This is an optimization exercise on Yosys and OpenROAD, whose aim is small area and a short achievable clock period, not a production implementation.
No functional check of the RTL was part of any run shown here.

==> flow/design.v (outline; a module is shown in full before it is edited, if it fits) <==
// module IEEE754_Mult: 1174 lines
// module fa: 4 lines
module IEEE754_Mult
(
	input clock,
	input resetn,
	input [31:0] a,
	input [31:0] b,
	output [31:0] y
);
  // ...
==> flow/flow/run.sh <==
#!/bin/bash
set -euo pipefail
bash standard.sh SETUP_SLACK_MARGIN=8 TNS_END_PERCENT=1 finish > standard.log 2>&1
==> flow/standard.sh <==
#!/bin/bash
# synth_recipe.tcl (not shown) runs the flow's synth.tcl, then flattens the netlist and writes it again
# the make line also repeats each setting of config.mk as NAME=value (left out here)
make -C /OpenROAD-flow-scripts/flow DESIGN_CONFIG=/design/flow/config.mk WORK_HOME=/design/flow/orfs CLKGATE_MAP_FILE= SYNTH_SCRIPT=/design/flow/synth_recipe.tcl "${@:-finish}"
==> flow/config.mk <==
export PLATFORM = sky130hd
export DESIGN_NAME = IEEE754_Mult
export DESIGN_NICKNAME = IEEE754_Mult
export VERILOG_FILES = /design/flow/design.v
export SDC_FILE = /design/flow/constraint.sdc
export NUM_CORES = 4
export LEC_CHECK = 0
export CAP_MARGIN = 20
export CORE_MARGIN = 2
export CORE_UTILIZATION = 40
export SETUP_SLACK_MARGIN = 5
export SLEW_MARGIN = 20
export SYNTH_HIERARCHICAL = 1
==> flow/constraint.sdc <==
create_clock -name core_clock -period 11.0 [get_ports {clock}]
set_input_delay 2.2000 -clock core_clock [delete_from_list [all_inputs] [get_ports {clock}]]
set_output_delay 2.2000 -clock core_clock [all_outputs]
set_load 0.01 [all_outputs]
==> flow_metrics.py, run 1 <==
metrics = {
    "final_layout": {
        "fillers": 3753,
        "final_util": 0.460,
        "nets": 2007,
        "drive_gt1_frac": 0.111,
        "final_cell_mix": "xnor2_1 (282), fa_1 (254), a22oi_1 (246)",
        "fin_cells": 2108,
        "nonClockInverterCount": 73,
    },
    "run_status": {
        "status": "timing/DRC/antenna clean",
    },
    "synth": {
        "syn_inst": 1555,
        "synthSimpleGateAreaFrac": 0.0503,
        "synth_fa_ha_area_frac": 0.408,
        "syn_area_per_cell_sq_um": 10.4,
    },
    "hold_path": {
        "hp-start": "s1$_DFF_P_",
        "min_to": "s2$_DFF_P_",
    },
    "critical_path": {
        "critPathCapture": "y[3]",
        "critPathKind": "reg2out",
        "ff2ff_path_depth": 15,
        "path_max_fanout": 9,
        "cpMostUsedCell": "buf_4",
        "cp.depth": 11,
        "critPathArrivalTime_ns": 2.87,
        "cp_cell_sequence": "and4_4 -> a41o_4 -> nand4_4 -> a2111oi_4 -> buf_4 -> buf_4 -> or3_4 -> buf_4 -> a21oi_1 -> o211a_1 -> clkdlybuf4s15_1",
        "slowest_delay_ns": 0.45,
    },
    "sta": {
        "hold_violations": 0,
        "worst_pin_slew_ns": 0.635,
    },
    "routing": {
        "dr.first_iter.drc_count": 1188,
        "met2_length_mm": 24.1,
    },
    "place": {
        "dp_hpwl_mm": 33.8,
    },
    "global_routing": {
        "grt_max_degree": 34,
        "grtUsageMet3": 0.0547,
    },
    "clocking": {
        "ctsLongestPathBuffers": 2,
    },
    "floorplan": {
        "ioPinCount": 98,
    },
}
==> run 2, diff against run 1 <==
--- a/flow/design.v
+++ b/flow/design.v
@@ -943,235 +943,92 @@
 	fa us898 (.a(s726), .b(c807), .c(s808), .s(s898), .co(c899));
 	wire s900, c901;
 	fa us900 (.a(c727), .b(s810), .c(c809), .s(s900), .co(c901));
 	wire s902, c903;
 	fa us902 (.a(pp310), .b(s812), .c(c811), .s(s902), .co(c903));
 	wire s904, c905;
 	fa us904 (.a(s814), .b(pp311), .c(c813), .s(s904), .co(c905));
 	wire s906 = ~c815;
-	wire [11:0] l0_x = {c833, c831, c829, c827, c825, c823, c821, c819, c817, s816, pp2, bo[0]};
-	wire [11:0] l0_y = {s834, s832, s830, s828, s826, s824, s822, s820, s818, pp27, 1'b0, pp1};
-	wire [11:0] l0_g = l0_x & l0_y;
-	wire [11:0] l0_p = l0_x ^ l0_y;
-	wire l0G908 = l0_g[1] | (l0_p[1] & l0_g[0]);
-	wire l0P909 = l0_p[1] & l0_p[0];
-	wire l0G910 = l0_g[3] | (l0_p[3] & l0_g[2]);
-	wire l0P911 = l0_p[3] & l0_p[2];
-	wire l0G912 = l0_g[5] | (l0_p[5] & l0_g[4]);
-	wire l0P913 = l0_p[5] & l0_p[4];
-	wire l0G914 = l0_g[7] | (l0_p[7] & l0_g[6]);
-	wire l0P915 = l0_p[7] & l0_p[6];
-	wire l0G916 = l0_g[9] | (l0_p[9] & l0_g[8]);
-	wire l0P917 = l0_p[9] & l0_p[8];
-	wire l0G918 = l0_g[11] | (l0_p[11] & l0_g[10]);
-	wire l0P919 = l0_p[11] & l0_p[10];
-	wire l0G920 = l0_g[2] | (l0_p[2] & l0G908);
-	wire l0P921 = l0_p[2] & l0P909;
-	wire l0G922 = l0G910 | (l0P911 & l0G908);
-	wire l0P923 = l0P911 & l0P909;
-	wire l0G924 = l0_g[6] | (l0_p[6] & l0G912);
-	wire l0P925 = l0_p[6] & l0P913;
-	wire l0G926 = l0G914 | (l0P915 & l0G912);
-	wire l0P927 = l0P915 & l0P913;
-	wire l0G928 = l0_g[10] | (l0_p[10] & l0G916);
-	wire l0P929 = l0_p[10] & l0P917;
-	wire l0G930 = l0G918 | (l0P919 & l0G916);
-	wire l0P931 = l0P919 & l0P917;
-	wire l0G932 = l0_g[4] | (l0_p[4] & l0G922);
-	wire l0P933 = l0_p[4] & l0P923;
-	wire l0G934 = l0G912 | (l0P913 & l0G922);
-	wire l0P935 = l0P913 & l0P923;
-	wire l0G936 = l0G924 | (l0P925 & l0G922);
-	wire l0P937 = l0P925 & l0P923;
-	wire l0G938 = l0G926 | (l0P927 & l0G922);
-	wire l0P939 = l0P927 & l0P923;
-	wire l0G940 = l0_g[8] | (l0_p[8] & l0G938);
-	wire l0P941 = l0_p[8] & l0P939;
-	wire l0G942 = l0G916 | (l0P917 & l0G938);
-	wire l0P943 = l0P917 & l0P939;
-	wire l0G944 = l0G928 | (l0P929 & l0G938);
-	wire l0P945 = l0P929 & l0P939;
-	wire l0G946 = l0G930 | (l0P931 & l0G938);
-	wire l0P947 = l0P931 & l0P939;
-	wire [10:0] l1_x = {c855, c853, c851, c849, c847, c845, c843, c841, c839, c837, c835};
-	wire [10:0] l1_y = {s856, s854, s852, s850, s848, s846, s844, s842, s840, s838, s836};
-	wire [10:0] l1_g = l1_x & l1_y;
-	wire [10:0] l1_p = l1_x ^ l1_y;
-	wire l1G948 = l1_g[1] | (l1_p[1] & l1_g[0]);
-	wire l1P949 = l1_p[1] & l1_p[0];
-	wire l1G950 = l1_g[3] | (l1_p[3] & l1_g[2]);
-	wire l1P951 = l1_p[3] & l1_p[2];
-	wire l1G952 = l1_g[5] | (l1_p[5] & l1_g[4]);
-	wire l1P953 = l1_p[5] & l1_p[4];
-	wire l1G954 = l1_g[7] | (l1_p[7] & l1_g[6]);
-	wire l1P955 = l1_p[7] & l1_p[6];
-	wire l1G956 = l1_g[9] | (l1_p[9] & l1_g[8]);
-	wire l1P957 = l1_p[9] & l1_p[8];
-	wire l1G958 = l1_g[2] | (l1_p[2] & l1G948);
-	wire l1P959 = l1_p[2] & l1P949;
-	wire l1G960 = l1G950 | (l1P951 & l1G948);
-	wire l1P961 = l1P951 & l1P949;
-	wire l1G962 = l1_g[6] | (l1_p[6] & l1G952);
-	wire l1P963 = l1_p[6] & l1P953;
-	wire l1G964 = l1G954 | (l1P955 & l1G952);
-	wire l1P965 = l1P955 & l1P953;
-	wire l1G966 = l1_g[10] | (l1_p[10] & l1G956);
-	wire l1P967 = l1_p[10] & l1P957;
-	wire l1G968 = l1_g[4] | (l1_p[4] & l1G960);
-	wire l1P969 = l1_p[4] & l1P961;
-	wire l1G970 = l1G952 | (l1P953 & l1G960);
-	wire l1P971 = l1P953 & l1P961;
-	wire l1G972 = l1G962 | (l1P963 & l1G960);
-	wire l1P973 = l1P963 & l1P961;
-	wire l1G974 = l1G964 | (l1P965 & l1G960);
-	wire l1P975 = l1P965 & l1P961;
-	wire l1G976 = l1_g[8] | (l1_p[8] & l1G974);
-	wire l1P977 = l1_p[8] & l1P975;
-	wire l1G978 = l1G956 | (l1P957 & l1G974);
-	wire l1P979 = l1P957 & l1P975;
-	wire l1G980 = l1G966 | (l1P967 & l1G974);
-	wire l1P981 = l1P967 & l1P975;
-	wire l1_ones = &l1_p;
-	wire [5:0] b0_x = {c867, c865, c863, c861, c859, c857};
-	wire [5:0] b0_y = {s868, s866, s864, s862, s860, s858};
-	wire [5:0] b0_g = b0_x & b0_y;
-	wire [5:0] b0_p = b0_x ^ b0_y;
-	wire b0G982 = b0_g[1] | (b0_p[1] & b0_g[0]);
-	wire b0P983 = b0_p[1] & b0_p[0];
-	wire b0G984 = b0_g[3] | (b0_p[3] & b0_g[2]);
-	wire b0P985 = b0_p[3] & b0_p[2];
-	wire b0G986 = b0_g[5] | (b0_p[5] & b0_g[4]);
-	wire b0P987 = b0_p[5] & b0_p[4];
-	wire b0G988 = b0_g[2] | (b0_p[2] & b0G982);
-	wire b0P989 = b0_p[2] & b0P983;
-	wire b0G990 = b0G984 | (b0P985 & b0G982);
-	wire b0P991 = b0P985 & b0P983;
-	wire b0G992 = b0_g[4] | (b0_p[4] & b0G990);
-	wire b0P993 = b0_p[4] & b0P991;
-	wire b0G994 = b0G986 | (b0P987 & b0G990);
-	wire b0P995 = b0P987 & b0P991;
-	wire [5:0] b1_x = {c879, c877, c875, c873, c871, c869};
-	wire [5:0] b1_y = {s880, s878, s876, s874, s872, s870};
-	wire [5:0] b1_g = b1_x & b1_y;
-	wire [5:0] b1_p = b1_x ^ b1_y;
-	wire b1G996 = b1_g[1] | (b1_p[1] & b1_g[0]);
-	wire b1P997 = b1_p[1] & b1_p[0];
-	wire b1G998 = b1_g[3] | (b1_p[3] & b1_g[2]);
-	wire b1P999 = b1_p[3] & b1_p[2];
-	wire b1G1000 = b1_g[5] | (b1_p[5] & b1_g[4]);
-	wire b1P1001 = b1_p[5] & b1_p[4];
-	wire b1G1002 = b1_g[2] | (b1_p[2] & b1G996);
-	wire b1P1003 = b1_p[2] & b1P997;
-	wire b1G1004 = b1G998 | (b1P999 & b1G996);
-	wire b1P1005 = b1P999 & b1P997;
-	wire b1G1006 = b1_g[4] | (b1_p[4] & b1G1004);
-	wire b1P1007 = b1_p[4] & b1P1005;
-	wire b1G1008 = b1G1000 | (b1P1001 & b1G1004);
-	wire b1P1009 = b1P1001 & b1P1005;
-	wire [5:0] b2_x = {c891, c889, c887, c885, c883, c881};
-	wire [5:0] b2_y = {s892, s890, s888, s886, s884, s882};
-	wire [5:0] b2_g = b2_x & b2_y;
-	wire [5:0] b2_p = b2_x ^ b2_y;
-	wire b2G1010 = b2_g[1] | (b2_p[1] & b2_g[0]);
-	wire b2P1011 = b2_p[1] & b2_p[0];
-	wire b2G1012 = b2_g[3] | (b2_p[3] & b2_g[2]);
-	wire b2P1013 = b2_p[3] & b2_p[2];
-	wire b2G1014 = b2_g[5] | (b2_p[5] & b2_g[4]);
-	wire b2P1015 = b2_p[5] & b2_p[4];
-	wire b2G1016 = b2_g[2] | (b2_p[2] & b2G1010);
-	wire b2P1017 = b2_p[2] & b2P1011;
-	wire b2G1018 = b2G1012 | (b2P1013 & b2G1010);
-	wire b2P1019 = b2P1013 & b2P1011;
-	wire b2G1020 = b2_g[4] | (b2_p[4] & b2G1018);
-	wire b2P1021 = b2_p[4] & b2P1019;
-	wire b2G1022 = b2G1014 | (b2P1015 & b2G1018);
-	wire b2P1023 = b2P1015 & b2P1019;
-	wire [5:0] b3_x = {c903, c901, c899, c897, c895, c893};
-	wire [5:0] b3_y = {s904, s902, s900, s898, s896, s894};
-	wire [5:0] b3_g = b3_x & b3_y;
-	wire [5:0] b3_p = b3_x ^ b3_y;
-	wire b3G1024 = b3_g[1] | (b3_p[1] & b3_g[0]);
-	wire b3P1025 = b3_p[1] & b3_p[0];
-	wire b3G1026 = b3_g[3] | (b3_p[3] & b3_g[2]);
-	wire b3P1027 = b3_p[3] & b3_p[2];
-	wire b3G1028 = b3_g[5] | (b3_p[5] & b3_g[4]);
-	wire b3P1029 = b3_p[5] & b3_p[4];
-	wire b3G1030 = b3_g[2] | (b3_p[2] & b3G1024);
-	wire b3P1031 = b3_p[2] & b3P1025;
-	wire b3G1032 = b3G1026 | (b3P1027 & b3G1024);
-	wire b3P1033 = b3P1027 & b3P1025;
-	wire b3G1034 = b3_g[4] | (b3_p[4] & b3G1032);
-	wire b3P1035 = b3_p[4] & b3P1033;
-	wire b3G1036 = b3G1028 | (b3P1029 & b3G1032);
-	wire b3P1037 = b3P1029 & b3P1033;
-	wire [0:0] b4_x = {c905};
-	wire [0:0] b4_y = {s906};
-	wire [0:0] b4_g = b4_x & b4_y;
-	wire [0:0] b4_p = b4_x ^ b4_y;
+	wire [12:0] l0_s = {1'b0, c833, c831, c829, c827, c825, c823, c821, c819, c817, s816, pp2, bo[0]} + {1'b0, s834, s832, s830, s828, s826, s824, s822, s820, s818, pp27, 1'b0, pp1};
+	wire [11:0] l1_s = {1'b0, c855, c853, c851, c849, c847, c845, c843, c841, c839, c837, c835} + {1'b0, s856, s854, s852, s850, s848, s846, s844, s842, s840, s838, s836};
+	wire l1_ones = &({c855, c853, c851, c849, c847, c845, c843, c841, c839, c837, c835} ^ {s856, s854, s852, s850, s848, s846, s844, s842, s840, s838, s836});
+	wire [5:0] b0_s = {1'b0, c865, c863, c861, c859, c857} + {1'b0, s866, s864, s862, s860, s858};
+	wire [5:0] b1_s = {1'b0, c875, c873, c871, c869, c867} + {1'b0, s876, s874, s872, s870, s868};
+	wire [5:0] b2_s = {1'b0, c885, c883, c881, c879, c877} + {1'b0, s886, s884, s882, s880, s878};
+	wire [5:0] b3_s = {1'b0, c895, c893, c891, c889, c887} + {1'b0, s896, s894, s892, s890, s888};
+	wire [5:0] b4_s = {1'b0, c905, c903, c901, c899, c897} + {1'b0, s906, s904, s902, s900, s898};
 	reg        z2, s2;
 	reg [7:0]  e2;
 	reg lg0, lg1, lp1;
-	reg [5:0] bs0;
+	reg [4:0] bs0;
 	reg bg0;
-	reg [5:0] bs1;
+	reg bp0;
+	reg [4:0] bs1;
 	reg bg1;
-	reg [5:0] bs2;
+	reg bp1;
+	reg [4:0] bs2;
 	reg bg2;
-	reg [5:0] bs3;
+	reg bp2;
+	reg [4:0] bs3;
 	reg bg3;
-	reg [0:0] bs4;
+	reg bp3;
+	reg [4:0] bs4;
 	always @(posedge clock) begin
 		z2 <= !resetn || z1;
 		s2 <= s1;
 		e2 <= e1;
-		lg0 <= l0G946;
-		lg1 <= l1G980;
+		lg0 <= l0_s[12];
+		lg1 <= l1_s[11];
 		lp1 <= l1_ones;
-		bs0 <= {(b0_p[5] ^ b0G992), (b0_p[4] ^ b0G990), (b0_p[3] ^ b0G988), (b0_p[2] ^ b0G982), (b0_p[1] ^ b0_g[0]), (b0_p[0])};
-		bg0 <= b0G994;
-		bs1 <= {(b1_p[5] ^ b1G1006), (b1_p[4] ^ b1G1004), (b1_p[3] ^ b1G1002), (b1_p[2] ^ b1G996), (b1_p[1] ^ b1_g[0]), (b1_p[0])};
-		bg1 <= b1G1008;
-		bs2 <= {(b2_p[5] ^ b2G1020), (b2_p[4] ^ b2G1018), (b2_p[3] ^ b2G1016), (b2_p[2] ^ b2G1010), (b2_p[1] ^ b2_g[0]), (b2_p[0])};
-		bg2 <= b2G1022;
-		bs3 <= {(b3_p[5] ^ b3G1034), (b3_p[4] ^ b3G1032), (b3_p[3] ^ b3G1030), (b3_p[2] ^ b3G1024), (b3_p[1] ^ b3_g[0]), (b3_p[0])};
-		bg3 <= b3G1036;
-		bs4 <= {(b4_p[0])};
+		bs0 <= b0_s[4:0];
+		bg0 <= b0_s[5];
+		bp0 <= &({c865, c863, c861, c859, c857} ^ {s866, s864, s862, s860, s858});
+		bs1 <= b1_s[4:0];
+		bg1 <= b1_s[5];
+		bp1 <= &({c875, c873, c871, c869, c867} ^ {s876, s874, s872, s870, s868});
+		bs2 <= b2_s[4:0];
+		bg2 <= b2_s[5];
+		bp2 <= &({c885, c883, c881, c879, c877} ^ {s886, s884, s882, s880, s878});
+		bs3 <= b3_s[4:0];
+		bg3 <= b3_s[5];
+		bp3 <= &({c895, c893, c891, c889, c887} ^ {s896, s894, s892, s890, s888});
+		bs4 <= b4_s[4:0];
 	end
 	wire cb0 = lg1 | (lp1 & lg0);
 	wire r0_0 = bs0[0] ^ cb0;
 	wire r0_1 = bs0[1] ^ (cb0 & (&bs0[0:0]));
 	wire r0_2 = bs0[2] ^ (cb0 & (&bs0[1:0]));
 	wire r0_3 = bs0[3] ^ (cb0 & (&bs0[2:0]));
 	wire r0_4 = bs0[4] ^ (cb0 & (&bs0[3:0]));
-	wire r0_5 = bs0[5] ^ (cb0 & (&bs0[4:0]));
-	wire cb1 = bg0 | (cb0 & (&bs0));
+	wire cb1 = bg0 | (cb0 & bp0);
 	wire r1_0 = bs1[0] ^ cb1;
 	wire r1_1 = bs1[1] ^ (cb1 & (&bs1[0:0]));
 	wire r1_2 = bs1[2] ^ (cb1 & (&bs1[1:0]));
 	wire r1_3 = bs1[3] ^ (cb1 & (&bs1[2:0]));
 	wire r1_4 = bs1[4] ^ (cb1 & (&bs1[3:0]));
-	wire r1_5 = bs1[5] ^ (cb1 & (&bs1[4:0]));
-	wire cb2 = bg1 | (cb1 & (&bs1));
+	wire cb2 = bg1 | (cb1 & bp1);
 	wire r2_0 = bs2[0] ^ cb2;
 	wire r2_1 = bs2[1] ^ (cb2 & (&bs2[0:0]));
 	wire r2_2 = bs2[2] ^ (cb2 & (&bs2[1:0]));
 	wire r2_3 = bs2[3] ^ (cb2 & (&bs2[2:0]));
 	wire r2_4 = bs2[4] ^ (cb2 & (&bs2[3:0]));
-	wire r2_5 = bs2[5] ^ (cb2 & (&bs2[4:0]));
-	wire cb3 = bg2 | (cb2 & (&bs2));
+	wire cb3 = bg2 | (cb2 & bp2);
 	wire r3_0 = bs3[0] ^ cb3;
 	wire r3_1 = bs3[1] ^ (cb3 & (&bs3[0:0]));
 	wire r3_2 = bs3[2] ^ (cb3 & (&bs3[1:0]));
 	wire r3_3 = bs3[3] ^ (cb3 & (&bs3[2:0]));
 	wire r3_4 = bs3[4] ^ (cb3 & (&bs3[3:0]));
-	wire r3_5 = bs3[5] ^ (cb3 & (&bs3[4:0]));
-	wire cb4 = bg3 | (cb3 & (&bs3));
+	wire cb4 = bg3 | (cb3 & bp3);
 	wire r4_0 = bs4[0] ^ cb4;
-	wire [24:0] m2 = {r4_0, r3_5, r3_4, r3_3, r3_2, r3_1, r3_0, r2_5, r2_4, r2_3, r2_2, r2_1, r2_0, r1_5, r1_4, r1_3, r1_2, r1_1, r1_0, r0_5, r0_4, r0_3, r0_2, r0_1, r0_0};
+	wire r4_1 = bs4[1] ^ (cb4 & (&bs4[0:0]));
+	wire r4_2 = bs4[2] ^ (cb4 & (&bs4[1:0]));
+	wire r4_3 = bs4[3] ^ (cb4 & (&bs4[2:0]));
+	wire r4_4 = bs4[4] ^ (cb4 & (&bs4[3:0]));
+	wire [24:0] m2 = {r4_4, r4_3, r4_2, r4_1, r4_0, r3_4, r3_3, r3_2, r3_1, r3_0, r2_4, r2_3, r2_2, r2_1, r2_0, r1_4, r1_3, r1_2, r1_1, r1_0, r0_4, r0_3, r0_2, r0_1, r0_0};
 	wire [7:0]  e2p1 = e2 + 8'd1;
 	wire [7:0]  ey = m2[24] ? e2p1 : e2;
 	wire [22:0] my = m2[24] ? m2[23:1] : m2[22:0];
 	assign y = z2 ? 32'h00000000 : {s2, ey, my};
 endmodule
 module fa (input a, input b, input c, output s, output co);
 	assign s = a ^ b ^ c;
 	assign co = (a & b) | (a & c) | (b & c);
==> flow/flow/run.sh (replaced) <==
#!/bin/bash
set -euo pipefail
bash standard.sh SETUP_SLACK_MARGIN=7 TNS_END_PERCENT=1 finish > standard.log 2>&1
==> run 2 against run 1 <==
Net effect:
- highest routed layer unchanged
- sequential cell count grew 4
- wire length grew 4.2%
- via count grew 3.4%
- global-route usage grew 0.68 points
==> flow_metrics.py, run 2 <==
metrics = {
    "synth": {
        "synthTopCellsByCount": "xnor2_1 (295), a22oi_1 (264), fa_1 (262)",
        "synthArstFlopShare": 0,
        "synth_area_leader_cell": "fa_1",
        "synthesis.area_sq_um": 16300,
        "syn_area_per_cell_sq_um": 10.2,
        "netlist-cell-type-count": 49,
        "yosysWarnings": 7,
        "ys_ff_latch": 114,
        "yosysMostFrequentCell": "xnor2_1",
        "synth_edf_count": 0,
        "syn_inst": 1586,
        "synth_flop_cell": "dfxtp_1",
        "yosys-top-cells-area": "fa_1 (32%), xnor2_1 (16%), dfxtp_1 (14%)",
        "syn_nets": 2013,
        "netlist.area_leader.share": 0.323,
        "seq_area_frac_synth": 0.140,
    },
    "clocking": {
        "cts-root-buf": "clkbuf_16",
        "cts_sinks": 114,
        "hold_buffers": 0,
        "cts-htree-levels": 4,
        "cts_buffers": 17,
        "cts_tree": "built",
        "path_clk_slew_ns": 0.06,
        "worstSkewPairLatency_ns": 0.42,
        "ctsLongestPathBuffers": 2,
    },
    "critical_path": {
        "path_max_fanout": 6,
        "crit_path_start_kind": "flip-flop",
        "worst_setup_path_end_kind": "output port",
        "critPathArrivalTime_ns": 2.31,
        "critPathKind": "reg2out",
        "worstPathRequired_ns": 8.80,
    },
    "routing": {
        "drcViolationCount": 0,
        "viasPerCell": 5.95,
        "dr.pass1.iters": 6,
        "detail-route-antenna-nets": 0,
        "wl_per_cell_microns": 24.4,
        "dr.first_iter.drc_count": 1146,
        "vias": 13000,
        "wl_mm": 53.2,
    },
    "global_routing": {
        "antenna_found_initial": 1,
        "met1_usage": 0.345,
        "grtUsageMet3": 0.0626,
        "grt_pass1_wl_mm": 81.4,
        "grt_max_degree": 39,
        "grt_busiest_layer": "met2",
        "grt_util_all_layers": 0.256,
        "grt_pass1_vias": 13900,
        "globalRouteMet2Util": 0.400,
        "grt_overflow": 0,
    },
    "floorplan": {
        "rows": 73,
        "start_util": 0.407,
        "die_w_microns": 206,
        "coreArea_sq_um": 39900,
        "die_h_microns": 206,
        "die_area_sq_um": 42300,
        "ioPinCount": 98,
    },
    "sta": {
        "report.final.slew_viol_count": 0,
        "skew_ns": 0.0108,
        "setup_viol": 0,
        "hold_violations": 0,
        "maxSlewHeadroom": 0.550,
        "worst_pin_slew_ns": 0.675,
        "rsz0062_at_grt": "yes",
        "fin_setup_tns_ns": 0,
        "fmax_ghz": 0.222,
        "post-route-min-period_ns": 4.51,
        "fin_crit_sh": 0.410,
    },
    "flow_run": {
        "max_cap_viol_count": 0,
    },
    "final_layout": {
        "largest_reg_flops": 23,
        "reg_top3": "ma (23), one (12), two (12)",
        "area_growth_pct": 21.3,
        "regMostFlops": "ma",
        "nets": 2072,
        "fillers": 3516,
        "final_common_cell": "xnor2_1",
        "final_cell_mix": "xnor2_1 (289), fa_1 (237), a22oi_1 (232)",
        "drive_gt1_frac": 0.178,
        "fin_cells": 2182,
    },
    "run_status": {
        "status": "timing/DRC/antenna clean",
    },
    "place": {
        "place.gp.congestion": 0.838,
        "dp_hpwl_mm": 34.9,
        "io_buffers": 97,
        "dp_cells": 2109,
    },
    "hold_path": {
        "hold_class": "reg2reg",
    },
}
==> run 2: modules after synthesis (local to each module, per instance) <==
module | cells inside | flops+latches | copies in the design | area [sq um]
fa | 1 | 0 | 256 | 20.0
IEEE754_Mult | 1330 | 114 | 1 | 11100
==> run 2: path summary, 6_finish.rpt <==
path | from | endpoint | slack [ns] | cells past startpoint
hold / removal | e1[2]$_DFF_P_ | e2[2]$_DFF_P_ | 0.33 | 0
setup / recovery | lp1$_DFF_P_ | y[24] | 6.49 | 8
hold reg to reg | e1[2]$_DFF_P_ | e2[2]$_DFF_P_ | 0.33 | 0
setup reg to reg | one[5]$_DFF_P_ | bs2[4]$_DFF_P_ | 6.55 | 15
==> run 2: layout make-up <==
type / count / area (sq um) / share of cell area
Multi-Input combinational cell: 1249 / 13800 / 0.701
Tap cell: 525 / 657 / 0.0333
Antenna cell: 1 / 2.50 / 0.000127
Clock inverter: 9 / 106 / 0.00539
Sequential cell: 114 / 2340 / 0.118
Inverter: 72 / 270 / 0.0137
Clock buffer: 21 / 480 / 0.0244
Timing Repair Buffer: 191 / 2040 / 0.103
==> run 2: cells by family after synthesis <==
kind of cell,after synthesis,synth area share
muxes,6,0.00416
and+or+nand+nor,157,0.0527
xor gates and xnor gates,321,0.173
buffers and inverters,226,0.0532
adders and majority gates,361,0.399
AOI/OAI and AO/OA,401,0.178
DFF,114,0.140
==> run 2: worst max-delay path: stages, from the launching register on <==
cell and delay, ns:
dfxtp_4 0.36, a211oi_4 0.32, o21a_4 0.26, nor3_4 0.07, buf_6 0.17, buf_4 0.13, o21ai_0 0.17, a21oi_1 0.10
clkdlybuf4s15_1 0.29
==> run 2: repair_timing <==
action	in CTS	in global routing
endpoints found under the setup margin	58	59
gates resized for setup	262	79
pin swaps	33	17
buffers inserted	28	9
gates cloned	4	1
==> run 2: through the flow <==
step	setup WS (ns)	area (sq um)	hold WS [ns]	util
2_1_floorplan	6.87	16900	0.310	-
3_3_place_gp	5.87	17900	0.312	0.449
5_1_grt	6.41	19700	0.332	0.494
3_5_place_dp	5.74	17900	0.312	0.449
4_1_cts	6.54	19300	0.325	0.484
6_report	6.49	19700	0.325	0.494
==> run 2: per-layer routing <==
metal | vias to the layer above | part of all wire
met5 | - | 0
met4 | 0 | 0.021
met3 | 90 | 0.094
met2 | 672 | 0.47
met1 | 6619 | 0.42
li1 | 5612 | -
==> run 3, diff against run 2 <==
--- a/flow/config.mk
+++ b/flow/config.mk
@@ -9,4 +9,5 @@
 export CORE_MARGIN = 2
 export CORE_UTILIZATION = 40
+export CTS_BUF_LIST = sky130_fd_sc_hd__clkbuf_4 sky130_fd_sc_hd__clkbuf_8
 export SETUP_SLACK_MARGIN = 5
 export SLEW_MARGIN = 20
==> run 3 against run 2 <==
Net effect:
- still clean
- synthesized cell count unchanged
- via count is 0.12% lower
- critical path depth unchanged
- core utilization fell by 1.5 points
- sequential cell count unchanged
- area after synthesis unchanged
- critical endpoint is now y[30]
==> flow_metrics.py, run 3 <==
metrics = {
    "routing": {
        "vias": 13000,
        "dr.pass1.iters": 6,
        "detail-route-antenna-nets": 0,
        "dr.first_iter.drc_count": 1275,
        "viasPerCell": 5.97,
        "wl_mm": 52.0,
        "drcViolationCount": 0,
        "wl_per_cell_microns": 23.9,
    },
    "synth": {
        "synthSimpleGateAreaFrac": 0.0527,
        "netlist.area_leader.share": 0.323,
        "synth_edf_count": 0,
        "synthMuxAreaShare": 0.00416,
        "synth-xor-area-share": 0.173,
        "syn_area_per_cell_sq_um": 10.2,
        "yosysWarnings": 7,
        "synthTopCellsByCount": "xnor2_1 (295), a22oi_1 (264), fa_1 (262)",
        "yosysMostFrequentCell": "xnor2_1",
        "synth_flop_cell": "dfxtp_1",
        "syn_nets": 2013,
        "syn_inst": 1586,
        "netlist-cell-type-count": 49,
        "synthesis.area_sq_um": 16300,
        "synth_top_family_by_area": "adder cells",
        "synth_area_leader_cell": "fa_1",
        "ys_ff_latch": 114,
        "seq_area_frac_synth": 0.140,
        "synth_fa_ha_area_frac": 0.399,
        "synthArstFlopShare": 0,
        "yosys-top-cells-area": "fa_1 (32%), xnor2_1 (16%), dfxtp_1 (14%)",
        "synth_compound_gate_area_share": 0.178,
    },
    "final_layout": {
        "nets": 2063,
        "fillers": 3586,
        "regMostFlops": "ma",
        "reg_top3": "ma (23), one (12), two (12)",
        "fin_cells": 2172,
        "fin_area_sq_um": 19100,
        "final_cell_mix": "xnor2_1 (294), fa_1 (240), a22oi_1 (234)",
        "regArea_sq_um": 2320,
        "area_growth_pct": 17.7,
        "final_common_cell": "xnor2_1",
        "antenna_cells": 0,
        "multi_input_area_sq_um": 13700,
        "largest_reg_flops": 23,
        "drive_gt1_frac": 0.160,
    },
    "hold_path": {
        "hold_class": "reg2reg",
        "min_path_cells": 0,
        "hp-start": "e1[2]$_DFF_P_",
        "min_to": "e2[2]$_DFF_P_",
    },
    "run_status": {
        "status": "timing/DRC/antenna clean",
    },
    "floorplan": {
        "coreArea_sq_um": 39900,
        "die_w_microns": 206,
        "die_h_microns": 206,
        "rows": 73,
        "start_util": 0.407,
        "die_area_sq_um": 42300,
        "ioPinCount": 98,
    },
    "global_routing": {
        "grt_max_degree": 39,
        "grt_overflow": 0,
        "grt_pass1_vias": 13600,
        "grt_pass1_wl_mm": 80.2,
        "antenna_found_initial": 0,
        "grt_util_all_layers": 0.250,
    },
    "sta": {
        "setup_viol": 0,
        "rsz0062_at_grt": "yes",
        "maxSlewHeadroom": 0.560,
        "fin_setup_tns_ns": 0,
        "fin_ws_ns": 6.43,
        "fmax_ghz": 0.219,
        "report.final.slew_viol_count": 0,
        "worst_pin_slew_ns": 0.660,
        "hold_ws_ns": 0.328,
        "fin_crit_sh": 0.415,
        "post-route-min-period_ns": 4.57,
        "hold_violations": 0,
        "skew_ns": 0.0220,
    },
    "clocking": {
        "path_clk_slew_ns": 0.08,
        "ctsLongestPathBuffers": 2,
        "cts-htree-levels": 4,
        "worstSkewPairLatency_ns": 0.45,
        "hold_buffers": 0,
        "cts_buffers": 17,
        "cts_sinks": 114,
        "cts_tree": "built",
        "cts-root-buf": "clkbuf_8",
    },
    "critical_path": {
        "worstPathRequired_ns": 8.80,
        "worst_setup_path_end_kind": "output port",
        "crit_path_start_kind": "flip-flop",
        "critPathLaunch": "lp1$_DFF_P_",
        "path_max_fanout": 6,
        "critPathKind": "reg2out",
        "critPathArrivalTime_ns": 2.37,
        "ff2ff_path_depth": 15,
        "rrSetupSlack_ns": 6.47,
        "reg2reg_to": "bs2[4]$_DFF_P_",
        "r2r-start": "one[7]$_DFF_P_",
    },
    "place": {
        "place.gp.congestion": 0.838,
        "placed_cell_area_sq_um": 17900,
        "pre_cts_ws_ns": 5.74,
        "dp_cells": 2109,
        "dp_hpwl_mm": 34.9,
        "io_buffers": 97,
    },
    "flow_run": {
        "max_cap_viol_count": 0,
    },
}
-- run 3: cell counts after synthesis --
No cell type changed its count.
-- run 3: final cells by class --
cell class	instances	share of cell area
clock buffer	21	0.0151
multi-input combinational	1249	0.718
tap	525	0.0343
inverter	72	0.0141
timing repair buffer	182	0.0915
sequential	114	0.121
clock inverter	9	0.00556
-- run 3: modules after synthesis, one instance, submodules excluded --
module	cells inside	cell area, sq um
fa	1	20.0
IEEE754_Mult	1330	11100
-- run 3: kinds of logic after synthesis --
| group | after synthesis |
|---|---|
| flops | 114 |
| simple gates | 157 |
| compound gates | 401 |
| mux | 6 |
| buf+inv | 226 |
| xor+xnor | 321 |
| fa+ha+maj | 361 |
-- run 3: through the flow --
stage | util
after floorplan | -
after global placement | 0.449
after detailed placement | 0.449
after CTS | 0.473
after global routing | 0.479
final | 0.479
-- run 3: critical path, cell delays in order (launching register included) --
cell and delay, ns:
dfxtp_4 0.37, a211oi_4 0.32, o21a_4 0.24, o21ai_4 0.10, buf_6 0.18, buf_12 0.12
a21oi_4 0.13, mux2_4 0.31, buf_2 0.14
-- run 3: what timing repair did --
item                                    4_1_cts  5_1_grt
cloned                                        6        0
endpoints found under the setup margin       58       60
pin swaps                                    18       16
hold endpoints to repair                      0        0
buffers inserted                             22        5
gates resized for setup                     174       65
-- run 3: routing by layer --
layer | wire length, microns | GRT usage | up-vias
met2 | 24100 | 0.399 | 655
met4 | 1050 | 0.0642 | 0
li1 | - | - | 5594
met3 | 4130 | 0.0491 | 81
met5 | 0 | 0 | -
met1 | 22700 | 0.349 | 6647
-- run 3: worst max path at each step --
stage | end | slack [ns] | cells past startpoint
floorplan | bs1[4]$_DFF_P_ | 6.87 | 16
global placement | y[17] | 5.87 | 6
detailed placement | y[17] | 5.74 | 6
CTS | y[29] | 6.43 | 8
global route | bs2[4]$_DFF_P_ | 6.33 | 15
finish | y[30] | 6.43 | 8
==> run 4, diff against run 3 <==
==> flow/flow/run.sh (replaced) <==
#!/bin/bash
set -euo pipefail
bash standard.sh SETUP_SLACK_MARGIN=6.5 TNS_END_PERCENT=3 finish > standard.log 2>&1
--- a/flow/config.mk
+++ b/flow/config.mk
@@ -9,5 +9,4 @@
 export CORE_MARGIN = 2
 export CORE_UTILIZATION = 40
-export CTS_BUF_LIST = sky130_fd_sc_hd__clkbuf_4 sky130_fd_sc_hd__clkbuf_8
 export SETUP_SLACK_MARGIN = 5
 export SLEW_MARGIN = 20
==> run 4 against run 3 <==
Net effect:
- core utilization down 0.52 points
- die area stayed put
- area after synthesis unchanged
- critical endpoint is now y[3]
==> flow_metrics.py, run 4 <==
metrics = {
    "final_layout": {
        "nets": 2055,
        "final_util": 0.474,
        "final_common_cell": "xnor2_1",
        "regMostFlops": "ma",
        "area_growth_pct": 16.4,
        "reg_top3": "ma (23), one (12), two (12)",
        "antenna_cells": 0,
        "drive_gt1_frac": 0.104,
        "final_cell_mix": "xnor2_1 (295), a22oi_1 (264), fa_1 (262)",
        "largest_reg_flops": 23,
    },
    "sta": {
        "skew_ns": 0.0305,
        "worst_pin_slew_ns": 0.697,
        "maxSlewHeadroom": 0.535,
        "post-route-min-period_ns": 4.71,
        "rsz0062_at_grt": "yes",
        "hold_violations": 0,
        "setup_viol": 0,
        "fmax_ghz": 0.213,
        "fin_crit_sh": 0.428,
        "hold_ws_ns": 0.325,
        "fin_ws_ns": 6.29,
        "fin_setup_tns_ns": 0,
        "report.final.slew_viol_count": 0,
    },
    "routing": {
        "detail-route-antenna-nets": 0,
        "vias": 12800,
        "viasPerCell": 5.93,
        "wl_per_cell_microns": 24.1,
        "dr.pass1.iters": 7,
        "dr.first_iter.drc_count": 1438,
        "wl_mm": 52.1,
        "drcViolationCount": 0,
    },
    "hold_path": {
        "hold_class": "reg2reg",
        "min_path_cells": 0,
    },
    "floorplan": {
        "die_area_sq_um": 42300,
        "die_h_microns": 206,
        "rows": 73,
        "ioPinCount": 98,
        "coreArea_sq_um": 39900,
        "die_w_microns": 206,
        "start_util": 0.407,
    },
    "global_routing": {
        "grt_max_degree": 39,
        "grt_util_all_layers": 0.253,
        "grt_overflow": 0,
        "grt_pass1_wl_mm": 81.1,
        "grt_pass1_vias": 13900,
        "antenna_found_initial": 0,
    },
    "critical_path": {
        "critPathArrivalTime_ns": 2.51,
        "cp_cell_sequence": "and4_4 -> o21ai_4 -> or3_4 -> clkbuf_4 -> buf_4 -> o211a_1 -> a2111oi_4 -> buf_2",
        "critPathKind": "reg2out",
        "path_max_fanout": 5,
        "worstPathRequired_ns": 8.80,
        "crit_slowest_cell": "or3_4",
        "crit_path_start_kind": "flip-flop",
        "slowest_delay_ns": 0.44,
        "ff2ff_path_depth": 13,
        "path_buf_inv": 3,
        "crit_family": "simple AND/OR/NAND/NOR gates",
        "cp.depth": 8,
        "worst_setup_path_end_kind": "output port",
    },
    "synth": {
        "syn_inst": 1586,
        "syn_nets": 2013,
        "ys_ff_latch": 114,
        "yosysMostFrequentCell": "xnor2_1",
        "synthTopCellsByCount": "xnor2_1 (295), a22oi_1 (264), fa_1 (262)",
        "seq_area_frac_synth": 0.140,
        "netlist.area_leader.share": 0.323,
        "netlist-cell-type-count": 49,
        "synth_area_leader_cell": "fa_1",
        "synthArstFlopShare": 0,
        "yosys-top-cells-area": "fa_1 (32%), xnor2_1 (16%), dfxtp_1 (14%)",
        "syn_area_per_cell_sq_um": 10.2,
        "yosysWarnings": 7,
        "synthesis.area_sq_um": 16300,
        "synth_edf_count": 0,
        "synth_flop_cell": "dfxtp_1",
    },
    "clocking": {
        "cts-htree-levels": 4,
        "path_clk_slew_ns": 0.06,
        "hold_buffers": 0,
        "ctsLongestPathBuffers": 2,
        "worstSkewPairLatency_ns": 0.44,
        "cts_buffers": 17,
        "cts-root-buf": "clkbuf_16",
        "cts_sinks": 114,
        "cts_tree": "built",
    },
    "place": {
        "dp_hpwl_mm": 34.6,
        "pre_cts_ws_ns": 5.66,
        "io_buffers": 97,
        "place.gp.congestion": 0.854,
    },
    "run_status": {
        "status": "timing/DRC/antenna clean",
    },
    "flow_run": {
        "max_cap_viol_count": 0,
    },
}
==> run 4: worst paths after layout <==
path,startpoint,endpoint,slack [ns]
hold / removal,e1[4]$_DFF_P_,e2[4]$_DFF_P_,0.33
setup / recovery,bs4[1]$_DFF_P_,y[3],6.29
setup reg to reg,bo[9]$_DFF_P_,bg1$_DFF_P_,6.38
hold reg to reg,e1[4]$_DFF_P_,e2[4]$_DFF_P_,0.33
==> run 4: timing repair <==
item                       in CTS  in global routing
pin swaps                       5                  7
resized for setup              72                 83
gates cloned                    1                  2
setup endpoints to repair      45                 44
buffers inserted               11                  9
==> run 4: final cells by class <==
| class | instances | area [sq um] |
|---|---|---|
| Clock buffer | 17 | 425 |
| Clock inverter | 15 | 206 |
| Fill cell | 3608 | 21000 |
| Inverter | 72 | 270 |
| Multi-Input combinational cell | 1247 | 13300 |
| Sequential cell | 114 | 2300 |
| Tap cell | 525 | 657 |
| Timing Repair Buffer | 176 | 1710 |
==> run 4: cells by family (layout without fill, tap and decap cells) <==
logic type | count (synthesis) | count (layout) | share of synthesized area
muxes | 6 | 6 | 0.00416
xor gates and xnor gates | 321 | 321 | 0.173
adders and majority gates | 361 | 361 | 0.399
AOI/OAI and AO/OA | 401 | 401 | 0.178
and+or+nand+nor | 157 | 158 | 0.0527
DFF | 114 | 114 | 0.140
buffers and inverters | 226 | 280 | 0.0532
==> run 4: Yosys stat by module, one instance, submodules excluded <==
| module | cell area [sq um] | cells | copies in the design | flops+latches |
|---|---|---|---|---|
| fa | 20.0 | 1 | 256 | 0 |
| IEEE754_Mult | 11100 | 1330 | 1 | 114 |
==> run 4: per-stage QoR <==
| step | std cells | cell area [sq um] |
|---|---|---|
| 3_5_place_dp | 2111 | 17700 |
| 3_3_place_gp | 2111 | 17700 |
| 5_1_grt | 2166 | 18900 |
| 2_1_floorplan | 1586 | 16300 |
| 6_report | 2166 | 18900 |
| 4_1_cts | 2155 | 18600 |
==> run 4: routing by layer <==
| metal | global-route usage | part of all wire |
|---|---|---|
| met1 | 0.341 | 0.43 |
| met2 | 0.398 | 0.46 |
| met3 | 0.0637 | 0.090 |
| met4 | 0.0845 | 0.027 |
| met5 | 0 | 0 |
==> run 5, diff against run 4 <==
==> flow/flow/run.sh (replaced) <==
#!/bin/bash
set -euo pipefail
bash standard.sh SETUP_SLACK_MARGIN=7 TNS_END_PERCENT=1 "BUFFER_PORTS_ARGS=-buffer_cell sky130_fd_sc_hd__buf_2" finish > standard.log 2>&1
==> run 5 against run 4 <==
Net effect:
- still clean
- register-to-register slack gained 0.18 ns
- global-route usage grew 0.068 points
- area after synthesis is the same
- first-iteration DRC count shrank 6.2%
- design area grew 2.1%
- critical path depth is the same
- setup slack gained 0.20 ns
- synthesized cell count is the same
- hold slack gained 0.0032 ns
- highest routed layer unchanged
==> flow_metrics.py, run 5 <==
metrics = {
    "synth": {
        "netlist.area_leader.share": 0.323,
        "synthesis.area_sq_um": 16300,
        "yosys-top-cells-area": "fa_1 (32%), xnor2_1 (16%), dfxtp_1 (14%)",
        "synthTopCellsByCount": "xnor2_1 (295), a22oi_1 (264), fa_1 (262)",
        "synth_edf_count": 0,
        "synth_flop_cell": "dfxtp_1",
        "syn_area_per_cell_sq_um": 10.2,
        "synthArstFlopShare": 0,
        "seq_area_frac_synth": 0.140,
        "synth_area_leader_cell": "fa_1",
        "syn_nets": 2013,
        "syn_inst": 1586,
        "netlist-cell-type-count": 49,
        "yosysMostFrequentCell": "xnor2_1",
        "ys_ff_latch": 114,
        "yosysWarnings": 7,
    },
    "final_layout": {
        "regMostFlops": "ma",
        "nets": 2067,
        "final_util": 0.484,
        "final_cell_mix": "xnor2_1 (286), fa_1 (234), a22oi_1 (232)",
        "final_common_cell": "xnor2_1",
        "fin_area_sq_um": 19300,
        "largest_reg_flops": 23,
        "area_growth_pct": 18.8,
        "antenna_cells": 0,
        "reg_top3": "ma (23), one (12), two (12)",
        "drive_gt1_frac": 0.218,
    },
    "critical_path": {
        "rrSetupSlack_ns": 6.56,
        "cp_cell_sequence": "a211oi_4 -> buf_6 -> o21a_4 -> o21ai_4 -> buf_6 -> nand2_1 -> a2111oi_4 -> buf_2",
        "critPathArrivalTime_ns": 2.31,
        "cpMostUsedCell": "buf_6",
        "ff2ff_path_depth": 15,
        "worst_setup_path_end_kind": "output port",
        "crit_path_start_kind": "flip-flop",
        "critPathKind": "reg2out",
        "path_max_fanout": 6,
        "worstPathRequired_ns": 8.80,
        "r2r-start": "ma[10]$_DFF_P_",
        "slowest_delay_ns": 0.38,
        "path_buf_inv": 3,
        "crit_slowest_cell": "dfxtp_4",
        "crit_family": "compound AO/OA/AOI/OAI gates",
        "reg2reg_to": "bs1[4]$_DFF_P_",
    },
    "routing": {
        "detail-route-antenna-nets": 0,
        "wl_mm": 54.2,
        "drcViolationCount": 0,
        "dr.pass1.iters": 6,
        "viasPerCell": 6.01,
        "met1_length_mm": 22.4,
        "dr.first_iter.drc_count": 1349,
        "vias": 13100,
        "highest_layer": "met4",
        "wl_per_cell_microns": 24.9,
        "wl_met3_mm": 5.53,
        "met2_length_mm": 24.7,
    },
    "place": {
        "placed_cell_area_sq_um": 17400,
        "io_buffers": 97,
        "place.gp.congestion": 0.915,
        "dp_hpwl_mm": 34.8,
    },
    "clocking": {
        "ctsLongestPathBuffers": 2,
        "hold_buffers": 0,
        "cts_sinks": 114,
        "worstSkewPairLatency_ns": 0.42,
        "cts-root-buf": "clkbuf_16",
        "cts-htree-levels": 4,
        "path_clk_slew_ns": 0.06,
        "cts_tree": "built",
        "cts_buffers": 17,
    },
    "hold_path": {
        "min_to": "e2[1]$_DFF_P_",
        "hold_class": "reg2reg",
        "hp-start": "e1[1]$_DFF_P_",
        "min_path_cells": 0,
    },
    "global_routing": {
        "grt_overflow": 0,
        "antenna_found_initial": 0,
        "grt_pass1_vias": 13700,
        "grt_max_degree": 39,
        "grt_pass1_wl_mm": 80.9,
        "grt_util_all_layers": 0.254,
    },
    "floorplan": {
        "rows": 73,
        "die_h_microns": 206,
        "coreArea_sq_um": 39900,
        "die_w_microns": 206,
        "ioPinCount": 98,
        "die_area_sq_um": 42300,
        "start_util": 0.407,
    },
    "sta": {
        "fin_crit_sh": 0.410,
        "rsz0062_at_grt": "yes",
        "hold_violations": 0,
        "post-route-min-period_ns": 4.51,
        "worst_pin_slew_ns": 0.608,
        "skew_ns": 0.0123,
        "report.final.slew_viol_count": 0,
        "fin_setup_tns_ns": 0,
        "setup_viol": 0,
        "hold_ws_ns": 0.329,
        "fmax_ghz": 0.222,
        "maxSlewHeadroom": 0.594,
    },
    "flow_run": {
        "max_cap_viol_count": 0,
    },
    "run_status": {
        "status": "timing/DRC/antenna clean",
    },
}
==> run 5: layout make-up <==
type	instances	area, sq um
multi-input combinational	1249	13700
sequential	114	2360
clock inverter	11	105
timing repair buffer	186	1720
clock buffer	21	470
tap	525	657
inverter	72	270
fill	3625	20600
==> run 5: kinds of logic (layout without fill, tap and decap cells) <==
| logic type | after synthesis | in the layout | share of synthesized area |
|---|---|---|---|
| AOI/OAI and AO/OA | 401 | 402 | 0.178 |
| adders and majority gates | 361 | 361 | 0.399 |
| xor gates and xnor gates | 321 | 321 | 0.173 |
| buffers and inverters | 226 | 290 | 0.0532 |
| and+or+nand+nor | 157 | 159 | 0.0527 |
| DFF | 114 | 114 | 0.140 |
| muxes | 6 | 6 | 0.00416 |
==> run 5: worst max path at each step <==
| stage | from | end | slack (ns) | cells past startpoint |
|---|---|---|---|---|
| CTS | lp1$_DFF_P_ | y[29] | 6.48 | 7 |
| floorplan | ma[10]$_DFF_P_ | bs1[4]$_DFF_P_ | 6.87 | 16 |
| global route | ma[20]$_DFF_P_ | bs0[4]$_DFF_P_ | 6.43 | 15 |
| global placement | lp1$_DFF_P_ | y[12] | 6.09 | 6 |
| finish | lp1$_DFF_P_ | y[2] | 6.49 | 8 |
| detailed placement | lp1$_DFF_P_ | y[12] | 6.05 | 6 |
==> run 5: per-stage QoR <==
| step | cells | setup WS (ns) |
|---|---|---|
| after global placement | 2106 | 6.09 |
| after floorplan | 1586 | 6.87 |
| after global routing | 2178 | 6.43 |
| final | 2178 | 6.49 |
| after detailed placement | 2106 | 6.05 |
| after CTS | 2150 | 6.48 |
==> run 5: modules after synthesis (local to each module, per instance) <==
| module | area, sq um | times used | cells |
|---|---|---|---|
| IEEE754_Mult | 11100 | 1 | 1330 |
| fa | 20.0 | 256 | 1 |
==> run 5: timing repair <==
item	CTS	global route
resized for setup	76	135
setup endpoints to repair	55	55
gates cloned	4	9
setup buffers	8	19
pin swaps	14	24
==> run 5: metal layers <==
| metal | GRT usage | up-vias |
|---|---|---|
| met5 | 0 | - |
| li1 | - | 5625 |
| met1 | 0.346 | 6612 |
| met4 | 0.0745 | 0 |
| met2 | 0.397 | 742 |
| met3 | 0.0665 | 112 |

-- re-timing with driven ports --
Ports are ideal in the flow. The routed layouts listed here were re-timed in OpenROAD.
Step 1, drivers: a clkbuf_16 drives clock and a buf_2 each remaining input, both assumed.
Step 2 adds t to the input delays and takes it off the output delays; t is the mean of the earliest and latest rising clock arrival at the registers after step 1. Input paths then give back, and output paths get back, about the clock's delay inside the block.
Slacks: ideal / step 1 / step 2; pairs: ideal / step 1.
| run | shift t [ns] | setup WS [ns] | clock arrival spread, ns | slew at the worst register clock pin (ns) | worst data-port slew with drivers (ns) |
|---|---|---|---|---|---|
| run 1 | 0.422 | 5.928 / 5.875 / 6.051 | 0.018 / 0.017 | 0.09 / 0.09 | 0.08 |
| run 2 | 0.465 | 6.492 / 6.444 / 6.341 | 0.011 / 0.011 | 0.06 / 0.06 | 0.05 |
| run 3 | 0.477 | 6.431 / 6.389 / 6.336 | 0.022 / 0.022 | 0.09 / 0.09 | 0.05 |
| run 4 | 0.468 | 6.294 / 6.247 / 6.383 | 0.030 / 0.030 | 0.06 / 0.06 | 0.05 |
| run 5 | 0.461 | 6.492 / 6.446 / 6.562 | 0.012 / 0.012 | 0.06 / 0.06 | 0.05 |
After both steps setup and hold are still met in every run listed. For run 2, which loses most, drivers alone change the setup slack by -0.048 ns; drivers and shift together by -0.151 ns.
